This design comes from an exercise in tuning for small area, a short achievable clock period and few clock cycles per item on the open sky130 flow, not from production work.
At most, simulation tests tie the RTL to the original design; equivalence was not proved.
Function not checked in runs 2 to 6: the RTL went through the layout flow alone.

==> design/flow/design.v <==
module cordic(
    input wire [31:0]   angle,    
    input wire [1:0]    opt,      
    input wire          enable, 
    input wire          reset, 
    input wire          clk,
    output reg signed [31:0] sin_out,   
    output reg signed [31:0] cos_out,   
    output reg               done 
);
    parameter ITER = 16;
    parameter signed [31:0] K = 32'd39797;  
    reg signed [31:0] x, y, z;
    reg [4:0] i;
    function signed [31:0] atan_table;
        input [3:0] n;
        case (n)
            4'd0:  atan_table = 32'd51472;   
            4'd1:  atan_table = 32'd30385;   
            4'd2:  atan_table = 32'd16055;   
            4'd3:  atan_table = 32'd8145;    
            4'd4:  atan_table = 32'd4090;    
            4'd5:  atan_table = 32'd2045;
            4'd6:  atan_table = 32'd1023;
            4'd7:  atan_table = 32'd512;
            4'd8:  atan_table = 32'd256;
            4'd9:  atan_table = 32'd128;
            4'd10: atan_table = 32'd64;
            4'd11: atan_table = 32'd32;
            4'd12: atan_table = 32'd16;
            4'd13: atan_table = 32'd8;
            4'd14: atan_table = 32'd4;
            default: atan_table = 32'd2;
        endcase
    endfunction
    always @(posedge clk or posedge reset) begin
        if (reset) begin
            x <= 0;
            y <= 0;
            z <= 0;
            i <= 0;
            done <= 0;
            sin_out <= 0;
            cos_out <= 0;
        end else if (enable) begin
            if (i == 0) begin
                x <= K;      
                y <= 0;
                z <= angle;
                done <= 0;
                sin_out <= 0;
                cos_out <= 0;
                i <= i + 1;
            end else if (i <= ITER) begin
                if (z[31] == 0) begin  
                    x <= x - (y >>> (i-1));
                    y <= y + (x >>> (i-1));
                    z <= z - atan_table(i-1);
                end else begin
                    x <= x + (y >>> (i-1));
                    y <= y - (x >>> (i-1));
                    z <= z + atan_table(i-1);
                end
                i <= i + 1;
            end else begin
                done <= 1'b1;
                case (opt)
                    2'b00: begin
                        sin_out <= y;   
                        cos_out <= x;
                    end
                    2'b01: begin
                        cos_out <= x;   
                        sin_out <= 0;
                    end
                    2'b10: begin
                        cos_out <= x;   
                        sin_out <= y;
                    end
                    default: begin
                        cos_out <= 0;
                        sin_out <= 0;
                    end
                endcase
            end
        end else begin
            done <= 1'b0;
        end
    end
endmodule
==> design/flow/run.sh <==
#!/bin/bash
# synth_recipe.tcl (not shown) runs the flow's synth.tcl, then flattens the netlist and writes it again
# the make line also repeats each setting of config.mk as NAME=value (left out here)
make -C /OpenROAD-flow-scripts/flow DESIGN_CONFIG=/design/flow/config.mk WORK_HOME=/design/flow/orfs CLKGATE_MAP_FILE= SYNTH_SCRIPT=/design/flow/synth_recipe.tcl finish
==> design/flow/config.mk <==
export PLATFORM = sky130hd
export DESIGN_NAME = cordic
export DESIGN_NICKNAME = cordic
export VERILOG_FILES = /design/flow/design.v
export SDC_FILE = /design/flow/constraint.sdc
export NUM_CORES = 4
export LEC_CHECK = 0
export CAP_MARGIN = 20
export CORE_MARGIN = 2
export CORE_UTILIZATION = 40
export SLEW_MARGIN = 20
==> design/flow/constraint.sdc <==
create_clock -name core_clock -period 7.0 [get_ports {clk}]
set_input_delay 1.4000 -clock core_clock [delete_from_list [all_inputs] [get_ports {clk}]]
set_output_delay 1.4000 -clock core_clock [all_outputs]
set_load 0.01 [all_outputs]
==> results of run 1 <==
## final timing paths
check	to	cells after the start	slack [ps]
setup / recovery	y[31]$_DFFE_PP0P_	32	260
hold / removal	z[14]$_DFFE_PP0P_	2	490
setup reg to reg	y[31]$_DFFE_PP0P_	32	260
hold reg to reg	z[14]$_DFFE_PP0P_	2	490
max in group asynchronous	i[0]$_DFFE_PP0P_	3	4610
min in group asynchronous	cos_out[27]$_DFFE_PP0P_	2	1410
## layout make-up
type / count / area, um2 / share of cell area [%]
Multi-Input combinational cell: 1866 / 13400 / 62.6
Sequential cell: 166 / 4160 / 19.4
Timing Repair Buffer: 248 / 2230 / 10.4
Tap cell: 600 / 751 / 3.50
Clock buffer: 21 / 470 / 2.19
Inverter: 55 / 211 / 0.986
Clock inverter: 11 / 193 / 0.899
## cell families after synthesis
group                      after synthesis  share of synthesized area [%]
AOI/OAI and AO/OA                      789                           29.1
muxes                                  154                           11.3
DFF                                    166                           22.7
and+or+nand+nor                        682                           18.0
adders and majority gates              112                           7.77
buffers and inverters                  204                           4.92
xor gates and xnor gates               129                           6.24
## stage by stage
stage               utilization (%)  setup TNS, ps  instances
floorplan                         -              0       2236
global placement               45.5              0       2929
detailed placement             45.5              0       2929
CTS                            47.0              0       2961
global route                   47.4          -44.1       2967
finish                         47.4              0       2967
## worst max-delay path: cells and delay by family, from the launching register on
kind	cells	cell delay (ps)
flops	1	540
fa+ha+maj	4	940
mux	1	160
compound gates	13	2010
xor+xnor	2	520
simple gates	7	1660
buf+inv	5	710
## repair_timing
item                                    4_1_cts  5_1_grt
endpoints found under the setup margin        0       12
setup buffers                                 0        6
resized for setup                             0       23
hold buffers                                  0        0
## registers in the layout, summed over array words and instances, names as in the netlist
name and count:
x 32, z 32, done 1, i 5
cos_out 32, sin_out 32, y 32
## cells in the mapped netlist (all sizes together), types with 9 or more instances
master | number | area share [%]
a211o | 10 | 0.48
a211oi | 27 | 1.1
a21o | 34 | 1.4
a21oi | 164 | 4.5
a22o | 71 | 3.4
a22oi | 31 | 1.3
a31oi | 52 | 1.8
and2 | 15 | 0.51
and3 | 23 | 0.79
buf | 62 | 2.0
clkbuf | 87 | 1.8
dfrtp | 166 | 23
ha | 109 | 7.4
inv | 54 | 1.1
mux2 | 28 | 1.7
mux2i | 87 | 4.8
mux4 | 39 | 4.8
nand2 | 210 | 4.4
nand2b | 31 | 1.1
nand3 | 55 | 1.5
nand4 | 21 | 0.72
nor2 | 183 | 3.8
nor2b | 25 | 0.85
nor3 | 52 | 1.5
nor3b | 9 | 0.40
o211ai | 17 | 0.70
o21a | 18 | 0.74
o21ai | 184 | 5.0
o21bai | 12 | 0.49
o22ai | 28 | 0.96
o31ai | 17 | 0.85
or3 | 21 | 0.74
xnor2 | 73 | 3.5
xor2 | 55 | 2.6
## per-layer routing
layer	GRT usage (%)	up-vias	routed length, um
li1	-	8682	-
met1	42.5	9503	33100
met2	49.5	789	34400
met3	6.25	177	5180
met4	15.6	0	3520
met5	0	-	0
==> out/results.tsv, run 1 <==
stage	metric	value	unit
status	status	timing/DRC/antenna clean	
place	placed_area	0.0206	mm2
cells_and_area	fillCellCount	4423	
setup_path	cp.required	7350	ps
floorplanning	rows	78	
floorplanning	initial_core_util	40.5	%
setup_path	cp_max_fo	23	
cells_and_area	design_area	0.0214	mm2
setup_path	end_kind	flop	
clock_tree	cts_inserted_buffers	17	
cells_and_area	n_antenna_cell	0	
sta	setup_violations	0	
yosys	yosysWarnings	1	
detailed_routing	wl_per_cell	25.7	um
place	pre_cts_ws	91.5	ps
cells_and_area	drive_gt1_share	13.5	%
worst_hold_path	worstHoldStart	z[14]$_DFFE_PP0P_	
setup_path	crit_start	i[0]$_DFFE_PP0P_	
place	place_congestion	1.05	
floorplanning	dieWidth	218	um
setup_path	worstSetupStartpointType	flop	
yosys	async_reset_ff_share	100	%
detailed_routing	ant_nets	0	
sta	fin_crit	6740	ps
setup_path	r2r_start	i[0]$_DFFE_PP0P_	
global_route	track_usage	31.9	%
detailed_routing	num_vias	19200	
sta	setup_ws	261	ps
sta	final_max_slew_viol_count	0	
yosys	postSynthNetCount	2385	
clock_tree	clk_latency	520	ps
global_route	grt_pass1_vias	18500	
setup_path	arrival	7090	ps
sta	hold_viol_final	0	
sta	max_freq	148	MHz
yosys	synth_flop_cell	dfrtp_1	
place	dp_hpwl	57900	um
detailed_routing	drt_first_pass_iters	6	
run	cap_violations	0	
global_route	grt_pass1_wl	114000	um
global_route	antenna_found_initial	1	
setup_path	path_class	reg2reg	
setup_path	cp_slowest_stage_delay	600	ps
detailed_routing	wirelength	76300	um
setup_path	crit_top_cell	a21oi_1	
floorplanning	die_area	0.0475	mm2
sta	slew_headroom	28.0	%
cells_and_area	final_nets	2503	
yosys	synth_edf_count	0	
yosys	ys_seq_elements	166	
global_route	grt_max_degree	87	
global_route	overflow	0	
sta	finalHoldWorstSlack	494	ps
clock_tree	root_buffer	clkbuf_16	
worst_hold_path	worstHoldPathType	reg2reg	
cells_and_area	mostFrequentLayoutCell	nand2_1	
clock_tree	htreeDepth	4	
detailed_routing	drt_first_iter_violations	1652	
clock_tree	clock-sinks	166	
sta	fin_crit_sh	96.3	%
yosys	avgSynthCellArea	8.19	um2
clock_tree	tritoncts	built	
detailed_routing	via_per_inst	6.45	
sta	clock-skew-final	38.3	ps
floorplanning	core	0.0453	mm2
setup_path	cp_slowest_cell	or4_4	
yosys	synthDistinctLibCells	100	
cells_and_area	area_growth	17.1	%
yosys	yosysSeqAreaShare	22.7	%
floorplanning	die_y	218	um
sta	worstMarginPinSlew	1070	ps
cells_and_area	layout_common_cells	nand2_1 (208), nor2_1 (180), o21ai_0 (178), a21oi_1 (164), dfrtp_1 (164)	
floorplanning	ios	102	
place	port_buffers	101	
detailed_routing	drc	0	
yosys	syn_area	0.0183	mm2
clock_tree	clock_path_buffers	2	
clock_tree	clk_pin_slew_worst_paths	70	ps
yosys	postSynthCellCount	2236	
Testbench counts, summed over its fixed seeds: cycles 48,000, items 2,400.
==> run 2: changes to the inputs <==
==> design/flow/design.v (replaced) <==
module cordic(
    input wire [31:0]   angle,
    input wire [1:0]    opt,
    input wire          enable,
    input wire          reset,
    input wire          clk,
    output wire signed [31:0] sin_out,
    output wire signed [31:0] cos_out,
    output wire               done
);
    localparam signed [17:0] K = 18'sd39797;
    function [17:0] atan_table;
        input [3:0] n;
        case (n)
            4'd0:  atan_table = 18'd51472;
            4'd1:  atan_table = 18'd30385;
            4'd2:  atan_table = 18'd16055;
            4'd3:  atan_table = 18'd8145;
            4'd4:  atan_table = 18'd4090;
            4'd5:  atan_table = 18'd2045;
            4'd6:  atan_table = 18'd1023;
            4'd7:  atan_table = 18'd512;
            4'd8:  atan_table = 18'd256;
            4'd9:  atan_table = 18'd128;
            4'd10: atan_table = 18'd64;
            4'd11: atan_table = 18'd32;
            4'd12: atan_table = 18'd16;
            4'd13: atan_table = 18'd8;
            4'd14: atan_table = 18'd4;
            default: atan_table = 18'd2;
        endcase
    endfunction
    reg signed [17:0] x, y, z;
    reg [3:0] n;
    reg       done_r;
    reg       sat_r, neg_r;      
    reg       sin_en, cos_en;    
    wire run   = enable & ~done_r;
    wire first = (n == 4'd0);
    wire d = sat_r ? ~neg_r : ~z[17];
    wire signed [17:0] ys = y >>> n;
    wire signed [17:0] xs = x >>> n;
    wire signed [17:0] x_nx = d ? x - ys : x + ys;
    wire signed [17:0] y_nx = d ? y + xs : y - xs;
    wire signed [17:0] z_in  = first ? angle[17:0] : z;
    wire               z_d   = first ? ~angle[31] : d;
    wire [17:0]        at    = atan_table(n);
    wire signed [17:0] z_nx  = z_d ? z_in - at : z_in + at;
    wire angle_sat = ~((&angle[31:17]) | ~(|angle[31:17]));
    always @(posedge clk) begin
        sat_r  <= angle_sat;
        neg_r  <= angle[31];
        sin_en <= ~opt[0];
        cos_en <= ~(opt[1] & opt[0]);
    end
    always @(posedge clk or posedge reset) begin
        if (reset) begin
            x <= K;
            y <= 18'sd0;
            n <= 4'd0;
            done_r <= 1'b0;
        end else if (run) begin
            x <= x_nx;
            y <= first ? (angle[31] ? -K : K) : y_nx;
            n <= n + 4'd1;
            if (n == 4'd15) done_r <= 1'b1;
        end
    end
    always @(posedge clk) begin
        if (run) z <= z_nx;
    end
    assign done    = done_r;
    assign sin_out = {{14{y[17]}}, y} & {32{sin_en}};
    assign cos_out = {{14{x[17]}}, x} & {32{cos_en}};
endmodule
==> out/results.tsv, run 2 <==
stage	metric	value	unit	change
sta	worstMarginPinSlew	823	ps	was 1070 ps
sta	rsz0062_at_grt	no		
global_route	overflow	0		unchanged
clock_tree	clock-sinks	63		was 166
yosys	synthDistinctLibCells	76		was 100
yosys	avgSynthCellArea	8.38	um2	was 8.19 um2
sta	finalSetupTns	0	ps	unchanged
detailed_routing	routedLengthMet1	10800	um	was 33100 um
clock_tree	clk_latency	350	ps	was 520 ps
detailed_routing	drc	0		unchanged
yosys	ys_seq_elements	63		was 166
clock_tree	post_cts_resize_count	0		unchanged
floorplanning	die_y	149	um	was 218 um
clock_tree	htreeDepth	3		was 4
clock_tree	tritoncts	built		unchanged
detailed_routing	dr_wl_met2	10500	um	was 34400 um
detailed_routing	ant_nets	0		unchanged
detailed_routing	top_layer	met4		unchanged
setup_path	r2r_start	n[0]$_DFFE_PP0P_		was i[0]$_DFFE_PP0P_
detailed_routing	num_vias	7544		was 19200
yosys	synth_flop_cell	dfrtp_1		unchanged
yosys	synth_edf_count	18		was 0
yosys	postSynthNetCount	1102		was 2385
floorplanning	die_area	0.0221	mm2	was 0.0475 mm2
clock_tree	cts_inserted_buffers	9		was 17
cells_and_area	layout_common_cells	clkdlybuf4s50_1 (101), nand2_1 (97), o21ai_0 (77), a21oi_1 (70), nor2_1 (69)		was nand2_1 (208), nor2_1 (180), o21ai_0 (178), a21oi_1 (164), dfrtp_1 (164)
floorplanning	ios	102		unchanged
yosys	yosysMostFrequentCell	nand2_1		unchanged
setup_path	end_kind	flop		unchanged
worst_hold_path	worstHoldStart	done_r$_DFFE_PP0P_		was z[14]$_DFFE_PP0P_
cells_and_area	fillCellCount	2070		was 4423
setup_path	cp_max_fo	25		was 23
place	place_congestion	0.899		was 1.05
yosys	yosysWarnings	1		unchanged
cells_and_area	register_area	0.00166	mm2	was 0.00416 mm2
yosys	yosysSeqAreaShare	19.8	%	was 22.7%
worst_hold_path	whs_path_depth	1		was 2
yosys	synth_area_leader_cell	dfrtp_1		unchanged
floorplanning	dieWidth	149	um	was 218 um
sta	hold_viol_final	0		unchanged
place	port_buffers	101		unchanged
sta	slew_headroom	45.0	%	was 28.0%
detailed_routing	route.met3.wl	1440	um	was 5180 um
sta	setup_ws	1470	ps	was 261 ps
setup_path	worstSetupStartpointType	flop		unchanged
yosys	synth_area_leaders	dfrtp_1 (9.3%), ha_1 (9.3%), mux4_2 (8.6%)		was dfrtp_1 (23%), ha_1 (7.4%), o21ai_0 (4.9%)
cells_and_area	largest_registers	x x18, y x18, z x18		
sta	fin_crit_sh	79.0	%	was 96.3%
cells_and_area	multi_input_area	0.00610	mm2	was 0.0134 mm2
place	pre_cts_ws	1540	ps	was 91.5 ps
yosys	synth_top_area_share	9.26	%	was 22.7%
detailed_routing	drt_first_pass_iters	5		was 6
cells_and_area	fin_util	47.2	%	was 47.4%
cells_and_area	final_nets	1143		was 2503
run	cap_violations	0		unchanged
setup_path	r2r_cells	17		was 32
cells_and_area	n_antenna_cell	0		unchanged
status	status	timing/DRC/antenna clean		unchanged
clock_tree	clk_pin_slew_worst_paths	50	ps	was 70 ps
global_route	grt_pass1_vias	7125		was 18500
global_route	track_usage	21.2	%	was 31.9%
floorplanning	initial_core_util	41.0	%	was 40.5%
sta	clock-skew-final	10.8	ps	was 38.3 ps
yosys	async_reset_ff_share	65.1	%	was 100%
sta	final_max_slew_viol_count	0		unchanged
setup_path	cp.required	7200	ps	was 7350 ps
yosys	syn_area	0.00838	mm2	was 0.0183 mm2
clock_tree	root_buffer	clkbuf_16		unchanged
setup_path	arrival	5730	ps	was 7090 ps
cells_and_area	drive_gt1_share	10.0	%	was 13.5%
setup_path	path_class	reg2reg		unchanged
detailed_routing	via_per_inst	5.73		was 6.45
cells_and_area	area_growth	15.1	%	was 17.1%
yosys	synth_top_cells_by_count	nand2_1 (97), o21ai_0 (77), a21oi_1 (70)		was nand2_1 (208), nor2_1 (182), o21ai_0 (179)
global_route	antenna_found_initial	0		was 1
global_route	grt_max_degree	42		was 87
setup_path	crit_start	n[0]$_DFFE_PP0P_		was i[0]$_DFFE_PP0P_
clock_tree	postCtsSetupBuffers	0		unchanged
sta	fin_crit	5530	ps	was 6740 ps
clock_tree	cts_hold_buf	0		unchanged
sta	setup_violations	0		unchanged
global_route	grt_pass1_wl	37600	um	was 114000 um
floorplanning	rows	52		was 78
clock_tree	clock_path_buffers	2		unchanged
worst_hold_path	worstHoldPathType	reg2reg		unchanged
detailed_routing	drt_first_iter_violations	378		was 1652
cells_and_area	mostFrequentLayoutCell	clkdlybuf4s50_1		was nand2_1
detailed_routing	wirelength	23200	um	was 76300 um
yosys	postSynthCellCount	1000		was 2236
detailed_routing	wl_per_cell	17.7	um	was 25.7 um
sta	max_freq	181	MHz	was 148 MHz
place	dp_hpwl	17600	um	was 57900 um
floorplanning	core	0.0204	mm2	was 0.0453 mm2
## run 2: area by class of cell
class	instances	share of cell area (%)
clock buffers	12	2.45
clock inverters	4	0.480
inverters	40	1.56
multi-input cells	813	63.3
flip-flops and latches	63	17.3
well taps	270	3.50
repair buffers	114	11.5
## run 2: cells by family (layout without fill, tap and decap cells)
kind of cell    count (synthesis)  count (layout)  share of synthesized area (%)
compound gates                269             269                           20.6
xor+xnor                       83              83                           8.67
flops                          63              63                           19.8
mux                            85              85                           15.2
buf+inv                       124             170                           7.45
fa+ha+maj                      65              65                           9.97
simple gates                  311             311                           18.2
## run 2: critical path, stage by stage (launching register included)
cell	delay [ps]
dfrtp_2	780
buf_4	430
mux4_2	570
mux4_2	550
a211oi_4	280
nand3_2	140
or3_1	420
o31ai_1	260
xnor2_1	160
ha_1	300
a21oi_1	290
o21bai_1	100
a21oi_1	300
inv_1	70
a221oi_1	350
and2_1	170
mux2i_1	80
xnor2_1	130
## run 2: routing by layer
metal  vias to the layer above  global-route usage, %
met5                         -                      0
met4                         0                   6.19
met3                        34                   3.73
met2                       248                   34.2
met1                      3553                   29.3
li1                       3709                      -
## run 2: final timing paths
check                           slack (ps)                 end
worst max-delay path                  1470   x[17]$_DFFE_PP0P_
worst min-delay path                   510  done_r$_DFFE_PP0P_
worst max register to register        1470   x[17]$_DFFE_PP0P_
worst min register to register         510  done_r$_DFFE_PP0P_
max in group asynchronous             5060    n[1]$_DFFE_PP0P_
min in group asynchronous             1520    y[1]$_DFFE_PP0P_
## run 2: metrics by stage
stage	std cells	hold slack (ps)	area, um2
after floorplan	1000	471	8380
after global placement	1300	489	9360
after detailed placement	1300	508	9360
after CTS	1316	521	9640
after global routing	1316	546	9640
final	1316	505	9640
==> run 3: changes to the inputs <==
--- a/design/flow/design.v
+++ b/design/flow/design.v
@@ -40,12 +40,20 @@
     wire d = sat_r ? ~neg_r : ~z[17];
     wire signed [17:0] ys = y >>> n;
     wire signed [17:0] xs = x >>> n;
-    wire signed [17:0] x_nx = d ? x - ys : x + ys;
-    wire signed [17:0] y_nx = d ? y + xs : y - xs;
-    wire signed [17:0] z_in  = first ? angle[17:0] : z;
-    wire               z_d   = first ? ~angle[31] : d;
-    wire [17:0]        at    = atan_table(n);
-    wire signed [17:0] z_nx  = z_d ? z_in - at : z_in + at;
+    function [17:0] addsub;
+        input [17:0] a, b;
+        input        m;      
+        reg [18:0] s;
+        begin
+            s = {a, 1'b1} + {b ^ {18{m}}, m};
+            addsub = s[18:1];
+        end
+    endfunction
+    wire [17:0] x_nx = addsub(x, ys, d);
+    wire [17:0] y_nx = addsub(y, xs, ~d);
+    wire [17:0] z_in = first ? angle[17:0] : z;
+    wire        z_d  = first ? ~angle[31] : d;
+    wire [17:0] z_nx = addsub(z_in, atan_table(n), z_d);
     wire angle_sat = ~((&angle[31:17]) | ~(|angle[31:17]));
     always @(posedge clk) begin
         sat_r  <= angle_sat;
@@ -67,7 +75,11 @@
         end
     end
     always @(posedge clk) begin
-        if (run) z <= z_nx;
+        if (run) z[16:0] <= z_nx[16:0];
+    end
+    always @(posedge clk or posedge reset) begin
+        if (reset) z[17] <= 1'b0;
+        else if (run) z[17] <= z_nx[17];
     end
     assign done    = done_r;
     assign sin_out = {{14{y[17]}}, y} & {32{sin_en}};
==> out/results.tsv, run 3 <==
stage	metric	value	unit	change
setup_path	path_class	in2reg		was reg2reg
sta	setup_violations	0		unchanged
global_route	overflow	0		unchanged
yosys	ys_seq_elements	63		unchanged
setup_path	end_kind	flop		unchanged
clock_tree	root_buffer	clkbuf_16		unchanged
detailed_routing	num_vias	6991		was 7544
clock_tree	postCtsSetupBuffers	0		unchanged
setup_path	cp_max_fo	12		was 25
place	dp_hpwl	15800	um	was 17600 um
run	cap_violations	0		unchanged
sta	hold_viol_final	0		unchanged
sta	worstMarginPinSlew	863	ps	was 823 ps
global_route	antenna_found_initial	0		unchanged
cells_and_area	register_area	0.00166	mm2	about the same
floorplanning	rows	50		was 52
clock_tree	clock_path_buffers	2		unchanged
yosys	yosysMostFrequentCell	nand2_1		unchanged
cells_and_area	drive_gt1_share	9.24	%	was 10.0%
sta	fin_crit_sh	78.1	%	was 79.0%
worst_hold_path	whs_path_depth	1		unchanged
cells_and_area	area_growth	17.1	%	was 15.1%
setup_path	r2r_start	n[1]$_DFFE_PP0P_		was n[0]$_DFFE_PP0P_
global_route	grt_pass1_vias	6536		was 7125
global_route	track_usage	21.5	%	was 21.2%
floorplanning	dieWidth	143	um	was 149 um
cells_and_area	final_nets	1098		was 1143
global_route	grt_max_degree	63		was 42
clock_tree	cts_inserted_buffers	9		unchanged
detailed_routing	drc	0		unchanged
worst_hold_path	worstHoldPathType	reg2reg		unchanged
sta	max_freq	183	MHz	was 181 MHz
floorplanning	ios	102		unchanged
yosys	synth_top_cells_by_count	nand2_1 (139), xnor2_1 (82), a21oi_1 (80)		was nand2_1 (97), o21ai_0 (77), a21oi_1 (70)
clock_tree	clock-sinks	63		unchanged
sta	final_max_slew_viol_count	0		unchanged
worst_hold_path	worstHoldStart	done_r$_DFFE_PP0P_		unchanged
cells_and_area	fillCellCount	1926		was 2070
worst_hold_path	hold_end	done_r$_DFFE_PP0P_		unchanged
yosys	synthDistinctLibCells	63		was 76
yosys	synth_area_leader_cell	dfrtp_1		unchanged
place	pre_cts_ws	1270	ps	was 1540 ps
detailed_routing	ant_nets	0		unchanged
clock_tree	htreeDepth	3		unchanged
place	place_congestion	0.865		was 0.899
clock_tree	post_cts_resize_count	0		unchanged
setup_path	arrival	5580	ps	was 5730 ps
setup_path	r2r-end	z[16]$_DFFE_PP_		was x[17]$_DFFE_PP0P_
place	port_buffers	101		unchanged
sta	rsz0062_at_grt	no		unchanged
clock_tree	clk_latency	350	ps	about the same
clock_tree	tritoncts	built		unchanged
clock_tree	cts_hold_buf	0		unchanged
yosys	postSynthCellCount	959		was 1000
floorplanning	initial_core_util	41.2	%	was 41.0%
status	status	timing/DRC/antenna clean		unchanged
setup_path	r2r_cells	17		unchanged
sta	finalSetupTns	0	ps	unchanged
yosys	yosysWarnings	1		unchanged
setup_path	worstSetupStartpointType	input port		was flop
yosys	syn_area	0.00777	mm2	was 0.00838 mm2
yosys	synth_area_leaders	dfrtp_1 (10%), ha_1 (9.5%), xnor2_1 (9.2%)		was dfrtp_1 (9.3%), ha_1 (9.3%), mux4_2 (8.6%)
detailed_routing	wl_per_cell	17.1	um	was 17.7 um
global_route	grt_pass1_wl	35100	um	was 37600 um
yosys	postSynthNetCount	1055		was 1102
sta	setup_ws	1530	ps	was 1470 ps
cells_and_area	largest_registers	x x18, y x18, z x18		unchanged
detailed_routing	via_per_inst	5.52		was 5.73
cells_and_area	n_antenna_cell	0		unchanged
yosys	avgSynthCellArea	8.11	um2	was 8.38 um2
yosys	synth_edf_count	17		was 18
cells_and_area	mostFrequentLayoutCell	nand2_1		was clkdlybuf4s50_1
floorplanning	core	0.0189	mm2	was 0.0204 mm2
yosys	async_reset_ff_share	66.7	%	was 65.1%
sta	fin_crit	5470	ps	was 5530 ps
setup_path	cp.required	7110	ps	was 7200 ps
setup_path	reg2reg_slack	1850	ps	was 1470 ps
cells_and_area	multi_input_area	0.00565	mm2	was 0.00610 mm2
detailed_routing	wirelength	21700	um	was 23200 um
sta	slew_headroom	42.4	%	was 45.0%
yosys	synth_top_area_share	10.3	%	was 9.26%
cells_and_area	layout_common_cells	nand2_1 (139), clkdlybuf4s50_1 (101), xnor2_1 (82), a21oi_1 (80), o21ai_0 (73)		was clkdlybuf4s50_1 (101), nand2_1 (97), o21ai_0 (77), a21oi_1 (70), nor2_1 (69)
detailed_routing	drt_first_pass_iters	5		unchanged
sta	finalHoldWorstSlack	511	ps	was 505 ps
detailed_routing	drt_first_iter_violations	462		was 378
clock_tree	clk_pin_slew_worst_paths	70	ps	was 50 ps
floorplanning	die_area	0.0206	mm2	was 0.0221 mm2
floorplanning	die_y	143	um	was 149 um
yosys	synth_flop_cell	dfrtp_1		unchanged
sta	clock-skew-final	11.4	ps	was 10.8 ps
yosys	yosysSeqAreaShare	21.3	%	was 19.8%
## run 3: per-stage QoR
step                cells  area [um2]  utilization, %
finish               1267        9110            48.2
floorplan             959        7770               -
CTS                  1267        9110            48.2
global route         1267        9110            48.2
global placement     1251        8800            46.6
detailed placement   1251        8800            46.6
## run 3: metal layers
metal	vias to the layer above	GRT usage [%]	wire (um)
li1	3494	-	-
met1	3292	32.0	10900
met2	183	32.9	9470
met3	22	2.40	1020
met4	0	5.83	337
met5	-	0	0
## run 3: cell families (layout without fill, tap and decap cells)
| logic type | Yosys count | in the layout | share of synthesized area, % |
|---|---|---|---|
| AO/OA/AOI/OAI | 260 | 260 | 20.5 |
| adder cells (fa/ha/maj) | 59 | 59 | 9.49 |
| multiplexers | 70 | 70 | 13.0 |
| flip-flops | 63 | 63 | 21.3 |
| buffers and inverters | 100 | 148 | 6.28 |
| XOR/XNOR | 101 | 101 | 11.4 |
| AND/OR/NAND/NOR | 306 | 306 | 18.1 |
## run 3: critical path, stage by stage
cell	delay [ps]
clkdlybuf4s50_1	520
nor4b_1	770
a21oi_2	320
inv_2	300
a21oi_1	70
a31oi_1	200
ha_1	220
a21o_1	200
nor3_1	70
a22o_1	250
o311ai_1	530
o21ai_0	260
o21ai_0	210
a21oi_1	100
xnor2_1	130
## run 3: layout make-up
type                            instances  area share [%]
Multi-Input combinational cell        796            62.0
Sequential cell                        63            18.2
Timing Repair Buffer                  112            12.0
Tap cell                              260            3.57
Clock buffer                            9            2.47
Clock inverter                          7           0.907
Inverter                               20           0.838
## run 3: worst max path at each step
stage / start / to / slack [ps] / cells after the start
after floorplan: n[1]$_DFFE_PP0P_ / z[17]$_DFFE_PP0P_ / 2110 / 20
after global routing: angle[31] / z[16]$_DFFE_PP_ / 1170 / 15
after CTS: angle[31] / z[16]$_DFFE_PP_ / 1630 / 15
after detailed placement: angle[31] / z[16]$_DFFE_PP_ / 1270 / 15
final: angle[31] / z[16]$_DFFE_PP_ / 1530 / 15
after global placement: angle[31] / z[16]$_DFFE_PP_ / 1440 / 15
==> run 4: changes to the inputs <==
--- a/design/flow/design.v
+++ b/design/flow/design.v
@@ -8,7 +8,8 @@
     output wire signed [31:0] cos_out,
     output wire               done
 );
-    localparam signed [17:0] K = 18'sd39797;
+    localparam [17:0] K  = 18'd39797;
+    localparam [17:0] NK = -18'd39797;
     function [17:0] atan_table;
         input [3:0] n;
         case (n)
@@ -30,16 +31,6 @@
             default: atan_table = 18'd2;
         endcase
     endfunction
-    reg signed [17:0] x, y, z;
-    reg [3:0] n;
-    reg       done_r;
-    reg       sat_r, neg_r;      
-    reg       sin_en, cos_en;    
-    wire run   = enable & ~done_r;
-    wire first = (n == 4'd0);
-    wire d = sat_r ? ~neg_r : ~z[17];
-    wire signed [17:0] ys = y >>> n;
-    wire signed [17:0] xs = x >>> n;
     function [17:0] addsub;
         input [17:0] a, b;
         input        m;      
@@ -49,6 +40,19 @@
             addsub = s[18:1];
         end
     endfunction
+    reg signed [17:0] x, y;
+    reg [17:0] z;
+    reg [3:0] n;
+    reg       done_r;
+    reg       sat_r, neg_r;      
+    reg       sin_en, cos_en;    
+    wire run   = enable & ~done_r;
+    wire first = (n == 4'd0);
+    wire run0  = run & first;
+    wire runk  = run & ~first;
+    wire d = sat_r ? ~neg_r : ~z[17];
+    wire [17:0] ys = y >>> n;
+    wire [17:0] xs = x >>> n;
     wire [17:0] x_nx = addsub(x, ys, d);
     wire [17:0] y_nx = addsub(y, xs, ~d);
     wire [17:0] z_in = first ? angle[17:0] : z;
@@ -60,26 +64,20 @@
         neg_r  <= angle[31];
         sin_en <= ~opt[0];
         cos_en <= ~(opt[1] & opt[0]);
+        if (run) z <= z_nx;
     end
     always @(posedge clk or posedge reset) begin
         if (reset) begin
             x <= K;
-            y <= 18'sd0;
+            y <= 18'd0;
             n <= 4'd0;
             done_r <= 1'b0;
-        end else if (run) begin
-            x <= x_nx;
-            y <= first ? (angle[31] ? -K : K) : y_nx;
-            n <= n + 4'd1;
-            if (n == 4'd15) done_r <= 1'b1;
+        end else begin
+            if (runk) x <= x_nx;
+            if (run)  y <= first ? (angle[31] ? NK : K) : y_nx;
+            if (run)  n <= n + 4'd1;
+            if (run && n == 4'd15) done_r <= 1'b1;
         end
-    end
-    always @(posedge clk) begin
-        if (run) z[16:0] <= z_nx[16:0];
-    end
-    always @(posedge clk or posedge reset) begin
-        if (reset) z[17] <= 1'b0;
-        else if (run) z[17] <= z_nx[17];
     end
     assign done    = done_r;
     assign sin_out = {{14{y[17]}}, y} & {32{sin_en}};
--- a/design/flow/config.mk
+++ b/design/flow/config.mk
@@ -8,4 +8,5 @@
 export CAP_MARGIN = 20
 export CORE_MARGIN = 2
 export CORE_UTILIZATION = 40
+export SETUP_SLACK_MARGIN = 2
 export SLEW_MARGIN = 20
==> out/results.tsv, run 4 <==
stage	metric	value	unit	change
status	status	timing/DRC/antenna clean		unchanged
sta	finalSetupTns	0	ps	unchanged
setup_path	cp_max_fo	32		was 12
cells_and_area	final_nets	1082		was 1098
worst_hold_path	worstHoldPathType	reg2reg		unchanged
global_route	overflow	0		unchanged
place	pre_cts_ws	1580	ps	was 1270 ps
sta	slew_headroom	33.0	%	was 42.4%
sta	hold_viol_final	0		unchanged
setup_path	r2r_cells	18		was 17
setup_path	cp_slowest_stage_delay	720	ps	was 770 ps
detailed_routing	dr_wl_met2	9680	um	was 9470 um
cells_and_area	stdcell_count	1251		was 1267
detailed_routing	wl_per_cell	17.3	um	was 17.1 um
worst_hold_path	worstHoldStart	done_r$_DFFE_PP0P_		unchanged
yosys	syn_area	0.00774	mm2	was 0.00777 mm2
place	place_congestion	0.881		was 0.865
detailed_routing	ant_nets	0		unchanged
sta	final_max_slew_viol_count	0		unchanged
clock_tree	clock_path_buffers	2		unchanged
sta	setup_violations	0		unchanged
clock_tree	tritoncts	built		unchanged
yosys	synth_top_cells_by_count	nand2_1 (131), a21oi_1 (83), xnor2_1 (72)		was nand2_1 (139), xnor2_1 (82), a21oi_1 (80)
setup_path	path_class	reg2reg		was in2reg
sta	max_freq	218	MHz	was 183 MHz
setup_path	cp_slowest_cell	dfrtp_4		was nor4b_1
global_route	grt_pass1_vias	6469		was 6536
setup_path	arrival	4700	ps	was 5580 ps
sta	fin_crit	4600	ps	was 5470 ps
clock_tree	postCtsSetupBuffers	0		unchanged
place	dp_hpwl	15900	um	was 15800 um
yosys	yosysSeqAreaShare	21.4	%	was 21.3%
floorplanning	initial_core_util	41.1	%	was 41.2%
setup_path	reg2reg_slack	2400	ps	was 1850 ps
yosys	synth_area_leaders	dfrtp_1 (10%), ha_1 (9.5%), xnor2_1 (8.2%)		was dfrtp_1 (10%), ha_1 (9.5%), xnor2_1 (9.2%)
yosys	synth_area_leader_cell	dfrtp_1		unchanged
yosys	synthDistinctLibCells	64		was 63
cells_and_area	layout_common_cells	nand2_1 (131), clkdlybuf4s50_1 (100), a21oi_1 (83), xnor2_1 (72), o21ai_0 (64)		was nand2_1 (139), clkdlybuf4s50_1 (101), xnor2_1 (82), a21oi_1 (80), o21ai_0 (73)
floorplanning	die_area	0.0205	mm2	was 0.0206 mm2
global_route	grt_max_degree	53		was 63
cells_and_area	largest_registers	x x18, y x18, z x18		unchanged
yosys	postSynthNetCount	1038		was 1055
floorplanning	die_y	143	um	about the same
cells_and_area	multi_input_area	0.00560	mm2	was 0.00565 mm2
clock_tree	root_buffer	clkbuf_16		unchanged
yosys	yosysWarnings	1		unchanged
setup_path	end_kind	flop		unchanged
floorplanning	core	0.0188	mm2	was 0.0189 mm2
clock_tree	cts_inserted_buffers	9		unchanged
sta	setup_ws	2400	ps	was 1530 ps
detailed_routing	routedLengthMet1	10300	um	was 10900 um
yosys	synth_top_area_share	10.0	%	was 10.3%
setup_path	path_cells	clkinvlp_4 > ha_1 > nor4b_2 > buf_4 > a21o_1 > buf_6 > a21oi_1 > a31oi_1 > ha_1 > a21o_1 > a21o_1 > a21oi_1 > nand2_1 > a31oi_1 > o311ai_2 > a211o_1 > a21oi_1 > xnor2_1		was clkdlybuf4s50_1 > nor4b_1 > a21oi_2 > inv_2 > a21oi_1 > a31oi_1 > ha_1 > a21o_1 > nor3_1 > a22o_1 > o311ai_1 > o21ai_0 > o21ai_0 > a21oi_1 > xnor2_1
detailed_routing	top_layer	met4		unchanged
yosys	synth_flop_cell	dfrtp_1		unchanged
sta	worstMarginPinSlew	984	ps	was 863 ps
clock_tree	clk_latency	360	ps	was 350 ps
detailed_routing	route.met3.wl	1370	um	was 1020 um
worst_hold_path	hold_end	done_r$_DFFE_PP0P_		unchanged
run	cap_violations	0		unchanged
place	place_inst	1235		was 1251
setup_path	worstSetupStartpointType	flop		was input port
clock_tree	clk_pin_slew_worst_paths	60	ps	was 70 ps
worst_hold_path	whs_path_depth	1		unchanged
sta	finalHoldWorstSlack	508	ps	was 511 ps
clock_tree	clock-sinks	63		unchanged
setup_path	cp.required	7100	ps	was 7110 ps
global_route	grt_pass1_wl	34900	um	was 35100 um
global_route	antenna_found_initial	0		unchanged
global_route	track_usage	21.8	%	was 21.5%
setup_path	r2r_start	n[0]$_DFFE_PP0P_		was n[1]$_DFFE_PP0P_
yosys	postSynthCellCount	942		was 959
cells_and_area	mostFrequentLayoutCell	nand2_1		unchanged
cells_and_area	n_antenna_cell	0		unchanged
yosys	ys_seq_elements	63		unchanged
sta	fin_crit_sh	65.7	%	was 78.1%
place	port_buffers	101		unchanged
yosys	synth_edf_count	18		was 17
detailed_routing	num_vias	6897		was 6991
detailed_routing	wirelength	21700	um	about the same
detailed_routing	drt_first_iter_violations	477		was 462
detailed_routing	via_per_inst	5.51		was 5.52
floorplanning	dieWidth	143	um	about the same
cells_and_area	fillCellCount	1866		was 1926
yosys	yosysMostFrequentCell	nand2_1		unchanged
yosys	avgSynthCellArea	8.21	um2	was 8.11 um2
yosys	async_reset_ff_share	65.1	%	was 66.7%
detailed_routing	drt_first_pass_iters	5		unchanged
cells_and_area	register_area	0.00166	mm2	about the same
setup_path	r2r-end	z[16]$_DFFE_PP_		unchanged
cells_and_area	area_growth	16.8	%	was 17.1%
floorplanning	ios	102		unchanged
floorplanning	rows	50		unchanged
detailed_routing	drc	0		unchanged
cells_and_area	drive_gt1_share	8.98	%	was 9.24%
clock_tree	htreeDepth	3		unchanged
sta	rsz0062_at_grt	no		unchanged
sta	clock-skew-final	9.95	ps	was 11.4 ps
## run 4: cell count changes after synthesis, sizes merged, moves of 4 or more
cell / delta
a221oi: -4
buf: -5
mux2: +5
clkbuf: +4
a21o: -5
nand2: -8
xnor2: -10
o21ai: -13
o21a: +4
xor2: +8
## run 4: layout make-up
type,instances,area share (%)
clock buffer,11,2.69
multi-input combinational,780,62.0
clock inverter,5,0.277
inverter,20,0.872
tap,260,3.60
sequential,63,18.4
timing repair buffer,112,12.2
## run 4: how the worst max path moves through the flow
stage | from | cells past startpoint | endpoint | slack [ps]
2_1_floorplan | angle[31] | 15 | z[17]$_DFFE_PP_ | 2080
3_3_place_gp | angle[31] | 17 | z[16]$_DFFE_PP_ | 1740
3_5_place_dp | angle[31] | 17 | z[16]$_DFFE_PP_ | 1580
4_1_cts | angle[31] | 17 | z[16]$_DFFE_PP_ | 2000
5_1_grt | n[0]$_DFFE_PP0P_ | 15 | x[16]$_DFFE_PP0P_ | 2010
6_report | n[0]$_DFFE_PP0P_ | 18 | z[16]$_DFFE_PP_ | 2400
## run 4: per-layer routing
metal | vias to the layer above | global-route usage (%)
li1 | 3441 | -
met1 | 3204 | 30.9
met2 | 233 | 34.2
met3 | 19 | 3.99
met4 | 0 | 5.94
met5 | - | 0
## run 4: repair_timing
item | in CTS | in global routing
endpoints found under the setup margin | 1 | 8
gates resized for setup | 2 | 3
gates cloned | 0 | 0
hold buffers | 0 | 0
## run 4: through the flow
stage / cell area [um2] / utilization (%)
floorplan: 7740 / -
CTS: 9030 / 47.9
global placement: 8750 / 46.5
finish: 9040 / 48.0
global route: 9040 / 48.0
detailed placement: 8750 / 46.5
## run 4: logic make-up after synthesis
logic type	Yosys count	share of synthesized area [%]
AND/OR/NAND/NOR	302	18.1
flip-flops	63	21.4
adder cells (fa/ha/maj)	59	9.54
XOR/XNOR	99	11.2
buffers and inverters	99	6.39
multiplexers	73	13.8
AO/OA/AOI/OAI	247	19.5
## run 4: critical path, delay by kind of cell (launching register included)
family | cells | cell delay [ps]
simple gates | 2 | 260
xor+xnor | 1 | 90
fa+ha+maj | 2 | 780
buf+inv | 3 | 740
compound gates | 10 | 1750
flops | 1 | 720
==> run 5: changes to the inputs <==
--- a/design/flow/config.mk
+++ b/design/flow/config.mk
@@ -8,5 +8,5 @@
 export CAP_MARGIN = 20
 export CORE_MARGIN = 2
 export CORE_UTILIZATION = 40
-export SETUP_SLACK_MARGIN = 2
+export SETUP_SLACK_MARGIN = 3.5
 export SLEW_MARGIN = 20
==> out/results.tsv, run 5 <==
stage	metric	value	unit	change
clock_tree	clk_latency	360	ps	about the same
clock_tree	cts_inserted_buffers	9		unchanged
cells_and_area	largest_registers	x x18, y x18, z x18		unchanged
setup_path	path_class	reg2reg		unchanged
setup_path	cp_slowest_stage_delay	530	ps	was 720 ps
worst_hold_path	whs_path_depth	1		unchanged
detailed_routing	ant_nets	0		unchanged
yosys	syn_area	0.00774	mm2	unchanged
worst_hold_path	worstHoldPathType	reg2reg		unchanged
worst_hold_path	hold_end	done_r$_DFFE_PP0P_		unchanged
cells_and_area	fin_util	55.4	%	was 48.0%
floorplanning	rows	50		unchanged
setup_path	r2r_cells	19		was 18
setup_path	cp_max_fo	6		was 32
yosys	avgSynthCellArea	8.21	um2	unchanged
setup_path	cp.required	7280	ps	was 7100 ps
setup_path	r2r_start	n[0]$_DFFE_PP0P_		unchanged
cells_and_area	fillCellCount	1715		was 1866
sta	fin_crit	4180	ps	was 4600 ps
setup_path	cp_slowest_cell	or4_1		was dfrtp_4
floorplanning	initial_core_util	41.1	%	unchanged
status	status	timing/DRC/antenna clean		unchanged
global_route	grt_pass1_wl	36600	um	was 34900 um
clock_tree	clk_pin_slew_worst_paths	50	ps	was 60 ps
floorplanning	dieWidth	143	um	unchanged
cells_and_area	layout_common_cells	nand2_1 (127), clkdlybuf4s50_1 (100), buf_4 (70), xnor2_1 (68), a21oi_1 (63)		was nand2_1 (131), clkdlybuf4s50_1 (100), a21oi_1 (83), xnor2_1 (72), o21ai_0 (64)
clock_tree	clock-sinks	63		unchanged
global_route	overflow	0		unchanged
yosys	yosysMostFrequentCell	nand2_1		unchanged
cells_and_area	final_nets	1161		was 1082
yosys	ys_seq_elements	63		unchanged
yosys	async_reset_ff_share	65.1	%	unchanged
sta	hold_viol_final	0		unchanged
floorplanning	die_area	0.0205	mm2	unchanged
clock_tree	htreeDepth	3		unchanged
yosys	synth_edf_count	18		unchanged
yosys	synth_flop_cell	dfrtp_1		unchanged
cells_and_area	area_growth	34.7	%	was 16.8%
sta	rsz0062_at_grt	yes		was no
setup_path	crit_top_cell	a21o_1		
setup_path	path_cells	buf_12 > buf_16 > buf_6 > mux2i_4 > mux2i_2 > nand2_1 > o21ai_2 > o21a_1 > xnor2_2 > ha_1 > a21o_1 > a21o_1 > a21oi_2 > o211ai_1 > a2111oi_2 > nor3_2 > a221o_1 > or4_1 > nand3_1		was clkinvlp_4 > ha_1 > nor4b_2 > buf_4 > a21o_1 > buf_6 > a21oi_1 > a31oi_1 > ha_1 > a21o_1 > a21o_1 > a21oi_1 > nand2_1 > a31oi_1 > o311ai_2 > a211o_1 > a21oi_1 > xnor2_1
global_route	grt_max_degree	55		was 53
detailed_routing	num_vias	7411		was 6897
detailed_routing	wirelength	23300	um	was 21700 um
run	cap_violations	0		unchanged
yosys	postSynthNetCount	1038		unchanged
setup_path	reg2reg_slack	2820	ps	was 2400 ps
global_route	antenna_found_initial	1		was 0
clock_tree	cts_hold_buf	0		unchanged
sta	finalSetupTns	0	ps	unchanged
detailed_routing	via_per_inst	5.57		was 5.51
global_route	track_usage	22.8	%	was 21.8%
clock_tree	clock_path_buffers	2		unchanged
place	place_congestion	0.886		was 0.881
sta	slew_headroom	61.3	%	was 33.0%
yosys	yosysWarnings	1		unchanged
yosys	synth_top_area_share	10.0	%	unchanged
setup_path	end_kind	flop		unchanged
yosys	yosysSeqAreaShare	21.4	%	unchanged
floorplanning	ios	102		unchanged
floorplanning	core	0.0188	mm2	unchanged
sta	fin_crit_sh	59.8	%	was 65.7%
cells_and_area	mostFrequentLayoutCell	nand2_1		unchanged
sta	setup_violations	0		unchanged
sta	clock-skew-final	13.0	ps	was 9.95 ps
setup_path	arrival	4460	ps	was 4700 ps
cells_and_area	drive_gt1_share	24.2	%	was 8.98%
place	dp_hpwl	15700	um	was 15900 um
setup_path	worstSetupStartpointType	flop		unchanged
detailed_routing	drc	0		unchanged
yosys	synthDistinctLibCells	64		unchanged
sta	max_freq	239	MHz	was 218 MHz
setup_path	r2r-end	x[14]$_DFFE_PP0P_		was z[16]$_DFFE_PP_
detailed_routing	wl_per_cell	17.5	um	was 17.3 um
place	port_buffers	101		unchanged
global_route	grt_pass1_vias	6918		was 6469
sta	worstMarginPinSlew	575	ps	was 984 ps
clock_tree	tritoncts	built		unchanged
sta	final_max_slew_viol_count	0		unchanged
detailed_routing	drt_first_iter_violations	403		was 477
clock_tree	root_buffer	clkbuf_16		unchanged
yosys	synth_area_leader_cell	dfrtp_1		unchanged
floorplanning	die_y	143	um	unchanged
yosys	synth_area_leaders	dfrtp_1 (10%), ha_1 (9.5%), xnor2_1 (8.2%)		unchanged
detailed_routing	drt_first_pass_iters	5		unchanged
yosys	synth_top_cells_by_count	nand2_1 (131), a21oi_1 (83), xnor2_1 (72)		unchanged
yosys	postSynthCellCount	942		unchanged
worst_hold_path	worstHoldStart	done_r$_DFFE_PP0P_		unchanged
-- run 5: cell types whose count changed in the layout (fill, tap and decap cells not counted), moves of 6 or more --
cell,delta
buf_4,+60
a21oi_1,-20
a21oi_2,+18
o21ai_0,-17
o21ai_1,+11
buf_12,+9
ha_1,-8
buf_6,+6
ha_2,+6
-- run 5: worst max-delay path, delay by kind of cell, from the launching register on --
family,cells,cell delay (ps)
xor+xnor,1,120
compound gates,8,1640
fa+ha+maj,1,260
mux,2,380
flops,1,510
simple gates,4,810
buf+inv,3,400
-- run 5: repair_timing --
item | in CTS | in global routing
endpoints found under the setup margin | 77 | 65
gates resized for setup | 91 | 56
gates cloned | 4 | 0
buffers inserted | 58 | 16
pin swaps | 51 | 33
-- run 5: area by class of cell --
cell class / instances / area, um2 / area share [%]
multi-input combinational: 780 / 6140 / 58.9
timing repair buffer: 190 / 1900 / 18.2
sequential: 63 / 1670 / 16.0
tap: 260 / 325 / 3.12
clock buffer: 10 / 229 / 2.20
inverter: 20 / 92.6 / 0.888
clock inverter: 6 / 61.3 / 0.588
timing repair inverter: 1 / 5.00 / 0.0480
antenna: 1 / 2.50 / 0.0240
-- run 5: cells by family after synthesis --
logic type / after synthesis / share of synthesized area [%]
flops: 63 / 21.4
buf+inv: 99 / 6.39
xor+xnor: 99 / 11.2
compound gates: 247 / 19.5
simple gates: 302 / 18.1
mux: 73 / 13.8
fa+ha+maj: 59 / 9.54
-- run 5: layer usage --
layer	vias to the layer above	track usage (%)	routed length [um]
met2	280	36.2	10800
li1	3618	-	-
met1	3469	31.1	10400
met3	44	3.35	1470
met4	0	9.54	581
met5	-	0	0
-- run 5: how the worst max path moves through the flow --
stage	cells past startpoint	to	startpoint	slack [ps]
finish	19	x[14]$_DFFE_PP0P_	n[0]$_DFFE_PP0P_	2820
global route	19	x[16]$_DFFE_PP0P_	n[0]$_DFFE_PP0P_	2620
CTS	19	x[16]$_DFFE_PP0P_	n[0]$_DFFE_PP0P_	2920
detailed placement	13	z[16]$_DFFE_PP_	angle[31]	1710
global placement	13	z[16]$_DFFE_PP_	angle[31]	1800
floorplan	15	z[16]$_DFFE_PP_	angle[31]	2880
-- run 5: stage by stage --
stage	cells	hold WS, ps	setup slack (ps)	instance area, um2
6_report	1331	506	2820	10400
5_1_grt	1330	536	2620	10400
4_1_cts	1313	504	2920	10000
3_5_place_dp	1235	477	1710	8880
3_3_place_gp	1235	492	1800	8880
2_1_floorplan	942	476	2880	7970
==> run 6: changes to the inputs <==
==> design/flow/flow/run.sh (new file) <==
#!/bin/bash
# The standard layout (the standard.sh), with the port buffers made from
# sky130_fd_sc_hd__buf_1 instead of the default delay buffer.
set -euo pipefail
bash standard.sh 'BUFFER_PORTS_ARGS=-buffer_cell sky130_fd_sc_hd__buf_1' finish > make.log 2>&1
==> design/flow/standard.sh (new file) <==
#!/bin/bash
# synth_recipe.tcl (not shown) runs the flow's synth.tcl, then flattens the netlist and writes it again
# the make line also repeats each setting of config.mk as NAME=value (left out here)
make -C /OpenROAD-flow-scripts/flow DESIGN_CONFIG=/design/flow/config.mk WORK_HOME=/design/flow/orfs CLKGATE_MAP_FILE= SYNTH_SCRIPT=/design/flow/synth_recipe.tcl "${@:-finish}"
--- a/design/flow/config.mk
+++ b/design/flow/config.mk
@@ -8,5 +8,5 @@
 export CAP_MARGIN = 20
 export CORE_MARGIN = 2
 export CORE_UTILIZATION = 40
-export SETUP_SLACK_MARGIN = 3.5
+export SETUP_SLACK_MARGIN = 2
 export SLEW_MARGIN = 20
removed: design/flow/run.sh
==> out/results.tsv, run 6 <==
stage	metric	value	unit	change
setup_path	end_kind	flop		unchanged
place	port_buffers	101		unchanged
setup_path	r2r_start	n[0]$_DFFE_PP0P_		unchanged
run	cap_violations	0		unchanged
sta	hold_viol_final	0		unchanged
setup_path	cp_slowest_cell	a21o_2		was or4_1
yosys	synth_flop_cell	dfrtp_1		unchanged
detailed_routing	drt_first_iter_violations	551		was 403
yosys	synth_area_leader_cell	dfrtp_1		unchanged
setup_path	crit_family	compound AO/OA/AOI/OAI gates		unchanged
detailed_routing	drt_first_pass_iters	5		unchanged
floorplanning	dieWidth	143	um	unchanged
detailed_routing	ant_nets	0		unchanged
setup_path	reg2reg_slack	2370	ps	was 2820 ps
global_route	grt_pass1_vias	6359		was 6918
clock_tree	cts_inserted_buffers	9		unchanged
yosys	synth_top_area_share	10.0	%	unchanged
setup_path	path_cells	buf_1 > nor4b_1 > buf_4 > a21o_2 > a21oi_1 > a31oi_1 > ha_1 > a21o_1 > a21o_1 > a21oi_1 > nand2_1 > a31oi_1 > o311ai_2 > a211o_1 > a21oi_1 > xnor2_1		was buf_12 > buf_16 > buf_6 > mux2i_4 > mux2i_2 > nand2_1 > o21ai_2 > o21a_1 > xnor2_2 > ha_1 > a21o_1 > a21o_1 > a21oi_2 > o211ai_1 > a2111oi_2 > nor3_2 > a221o_1 > or4_1 > nand3_1
setup_path	crit_start	angle[31]		was n[0]$_DFFE_PP0P_
cells_and_area	drive_gt1_share	9.18	%	was 24.2%
detailed_routing	wl_per_cell	17.0	um	was 17.5 um
cells_and_area	area_growth	8.67	%	was 34.7%
detailed_routing	wirelength	21200	um	was 23300 um
sta	finalHoldWorstSlack	537	ps	was 506 ps
yosys	yosysSeqAreaShare	21.4	%	unchanged
floorplanning	ios	102		unchanged
floorplanning	initial_core_util	41.1	%	unchanged
setup_path	cp_slowest_stage_delay	430	ps	was 530 ps
status	status	timing/DRC/antenna clean		unchanged
yosys	postSynthCellCount	942		unchanged
detailed_routing	via_per_inst	5.58		was 5.57
floorplanning	core	0.0188	mm2	unchanged
setup_path	crit_end	z[16]$_DFFE_PP_		was x[14]$_DFFE_PP0P_
global_route	track_usage	21.5	%	was 22.8%
setup_path	arrival	4780	ps	was 4460 ps
yosys	yosysMostFrequentCell	nand2_1		unchanged
clock_tree	htreeDepth	3		unchanged
sta	finalSetupTns	0	ps	unchanged
setup_path	worstSetupPathDepth	16		was 19
yosys	synth_area_leaders	dfrtp_1 (10%), ha_1 (9.5%), xnor2_1 (8.2%)		unchanged
clock_tree	clock-sinks	63		unchanged
yosys	async_reset_ff_share	65.1	%	unchanged
yosys	yosysWarnings	1		unchanged
setup_path	path_class	in2reg		was reg2reg
clock_tree	clock_path_buffers	2		unchanged
clock_tree	tritoncts	built		unchanged
sta	final_max_slew_viol_count	0		unchanged
sta	setup_violations	0		unchanged
sta	fin_crit	4690	ps	was 4180 ps
yosys	synth_edf_count	18		unchanged
setup_path	cp.required	7100	ps	was 7280 ps
clock_tree	clk_latency	350	ps	was 360 ps
clock_tree	postCtsSetupBuffers	0		was 58
setup_path	worstSetupStartpointType	input port		was flop
setup_path	cp_max_fo	19		was 6
detailed_routing	drc	0		unchanged
sta	clock-skew-final	13.0	ps	about the same
yosys	postSynthNetCount	1038		unchanged
worst_hold_path	worstHoldPathType	reg2reg		unchanged
yosys	synthDistinctLibCells	64		unchanged
setup_path	cp.buffers_inverters	2		was 3
yosys	synth_top_cells_by_count	nand2_1 (131), a21oi_1 (83), xnor2_1 (72)		unchanged
cells_and_area	largest_registers	x x18, y x18, z x18		unchanged
sta	rsz0062_at_grt	no		was yes
global_route	overflow	0		unchanged
global_route	antenna_found_initial	0		was 1
floorplanning	rows	50		unchanged
clock_tree	clk_pin_slew_worst_paths	60	ps	was 50 ps
yosys	avgSynthCellArea	8.21	um2	unchanged
place	dp_hpwl	15600	um	was 15700 um
yosys	syn_area	0.00774	mm2	unchanged
sta	max_freq	213	MHz	was 239 MHz
setup_path	r2r_cells	17		was 19
clock_tree	root_buffer	clkbuf_16		unchanged
floorplanning	die_y	143	um	unchanged
sta	fin_crit_sh	66.9	%	was 59.8%
cells_and_area	final_nets	1082		was 1161
global_route	grt_max_degree	53		was 55
yosys	ys_seq_elements	63		unchanged
place	place_congestion	0.870		was 0.886
sta	worstMarginPinSlew	922	ps	was 575 ps
sta	slew_headroom	38.4	%	was 61.3%
detailed_routing	num_vias	6983		was 7411
floorplanning	die_area	0.0205	mm2	unchanged
cells_and_area	layout_common_cells	nand2_1 (131), buf_1 (101), a21oi_1 (83), xnor2_1 (72), o21ai_0 (64)		was nand2_1 (127), clkdlybuf4s50_1 (100), buf_4 (70), xnor2_1 (68), a21oi_1 (63)
setup_path	crit_top_cell	a21oi_1		was a21o_1
setup_path	r2r-end	z[16]$_DFFE_PP_		was x[14]$_DFFE_PP0P_
cells_and_area	n_antenna_cell	0		was 1
cells_and_area	mostFrequentLayoutCell	nand2_1		unchanged
global_route	grt_pass1_wl	34300	um	was 36600 um
[run 6: changes by cell type in the layout (fill, tap and decap cells not counted), moves of 6 or more]
cell             before  now
buf_4                70   11
a21oi_2              18    0
buf_1                 0  101
buf_12                9    0
clkdlybuf4s50_1     100    0
a21oi_1              63   83
ha_1                 51   59
buf_6                 7    0
o21ai_1              12    1
o21ai_0              47   64
ha_2                  6    0
[run 6: final cells by class]
class | count | area [um2]
repair buffers | 112 | 462
multi-input cells | 780 | 5600
inverters | 20 | 78.8
fillers | 1914 | 10400
well taps | 260 | 325
flip-flops and latches | 63 | 1660
clock buffers | 13 | 260
clock inverters | 3 | 20.0
[run 6: through the flow]
stage | setup slack, ps | area (um2) | cells | util (%)
finish | 2310 | 8410 | 1251 | 44.7
global route | 2010 | 8410 | 1251 | 44.7
CTS | 2110 | 8400 | 1251 | 44.6
detailed placement | 1760 | 8120 | 1235 | 43.1
global placement | 1800 | 8120 | 1235 | 43.1
floorplan | 2080 | 7740 | 942 | -
[run 6: worst min-delay path by stage]
stage                            start                  to  slack (ps)  cells past startpoint
finish              done_r$_DFFE_PP0P_  done_r$_DFFE_PP0P_         540                      1
global route        done_r$_DFFE_PP0P_  done_r$_DFFE_PP0P_         550                      1
CTS                 done_r$_DFFE_PP0P_  done_r$_DFFE_PP0P_         530                      1
detailed placement  done_r$_DFFE_PP0P_  done_r$_DFFE_PP0P_         510                      1
global placement    done_r$_DFFE_PP0P_  done_r$_DFFE_PP0P_         510                      1
floorplan            x[15]$_DFFE_PP1P_   x[15]$_DFFE_PP1P_         480                      2
[run 6: cells by family (layout without fill, tap and decap cells)]
logic type | count (synthesis) | after routing | share of synthesized area (%)
AO/OA/AOI/OAI | 247 | 247 | 19.5
flip-flops | 63 | 63 | 21.4
XOR/XNOR | 99 | 99 | 11.2
adder cells (fa/ha/maj) | 59 | 59 | 9.54
AND/OR/NAND/NOR | 302 | 302 | 18.1
multiplexers | 73 | 73 | 13.8
buffers and inverters | 99 | 148 | 6.39
[run 6: layer usage]
| metal | global-route usage (%) | vias to the layer above | share of wire, % |
|---|---|---|---|
| met3 | 4.29 | 26 | 7.4 |
| met1 | 30.2 | 3247 | 47 |
| li1 | - | 3447 | - |
| met2 | 33.5 | 263 | 44 |
| met4 | 5.78 | 0 | 1.6 |
| met5 | 0 | - | 0 |
[run 6: timing repair]
action / 4_1_cts / 5_1_grt
endpoints found under the setup margin: 4 / 12
hold buffers: 0 / 0
resized for setup: 1 / 3

[afterwards: timing with drivers on the ports]
Ports are ideal in the flow. The routed layouts listed here were re-timed in OpenROAD. Step 1: set_driving_cell puts a clkbuf_16 on clk and a buf_2 on each other input, an assumption about the parent block. Step 2 times the ports against the registers' clock, not the clock port: input delays grow and output delays shrink by t, the midpoint of the rising clock arrivals with the driver on. a / b / c = ideal ports / drivers / drivers and shift; a / b = the first two.
run | t (ns) | setup WS [ns] | hold slack, ns | worst setup path at the end | latest minus earliest clock arrival (ns)
run 1 | 0.563 | 0.261 / 0.261 / 0.261 | 0.494 / 0.494 / 0.494 | register to register | 0.039 / 0.038
run 2 | 0.387 | 1.473 / 1.473 / 1.473 | 0.505 / 0.505 / 0.505 | register to register | 0.011 / 0.011
run 3 | 0.389 | 1.533 / 1.548 / 1.160 | 0.511 / 0.511 / 0.511 | input to register | 0.013 / 0.013
run 4 | 0.398 | 2.404 / 2.404 / 2.083 | 0.508 / 0.508 / 0.508 | input to register | 0.011 / 0.010
run 5 | 0.392 | 2.817 / 2.817 / 2.817 | 0.506 / 0.506 / 0.506 | register to register | 0.013 / 0.014
run 6 | 0.383 | 2.315 / 2.338 / 1.955 | 0.537 / 0.537 / 0.537 | input to register | 0.013 / 0.013
After both steps setup and hold are still met in every run listed. The setup slack of run 3, which loses most, moves by +0.015 ns with the drivers and by -0.373 ns with both steps.
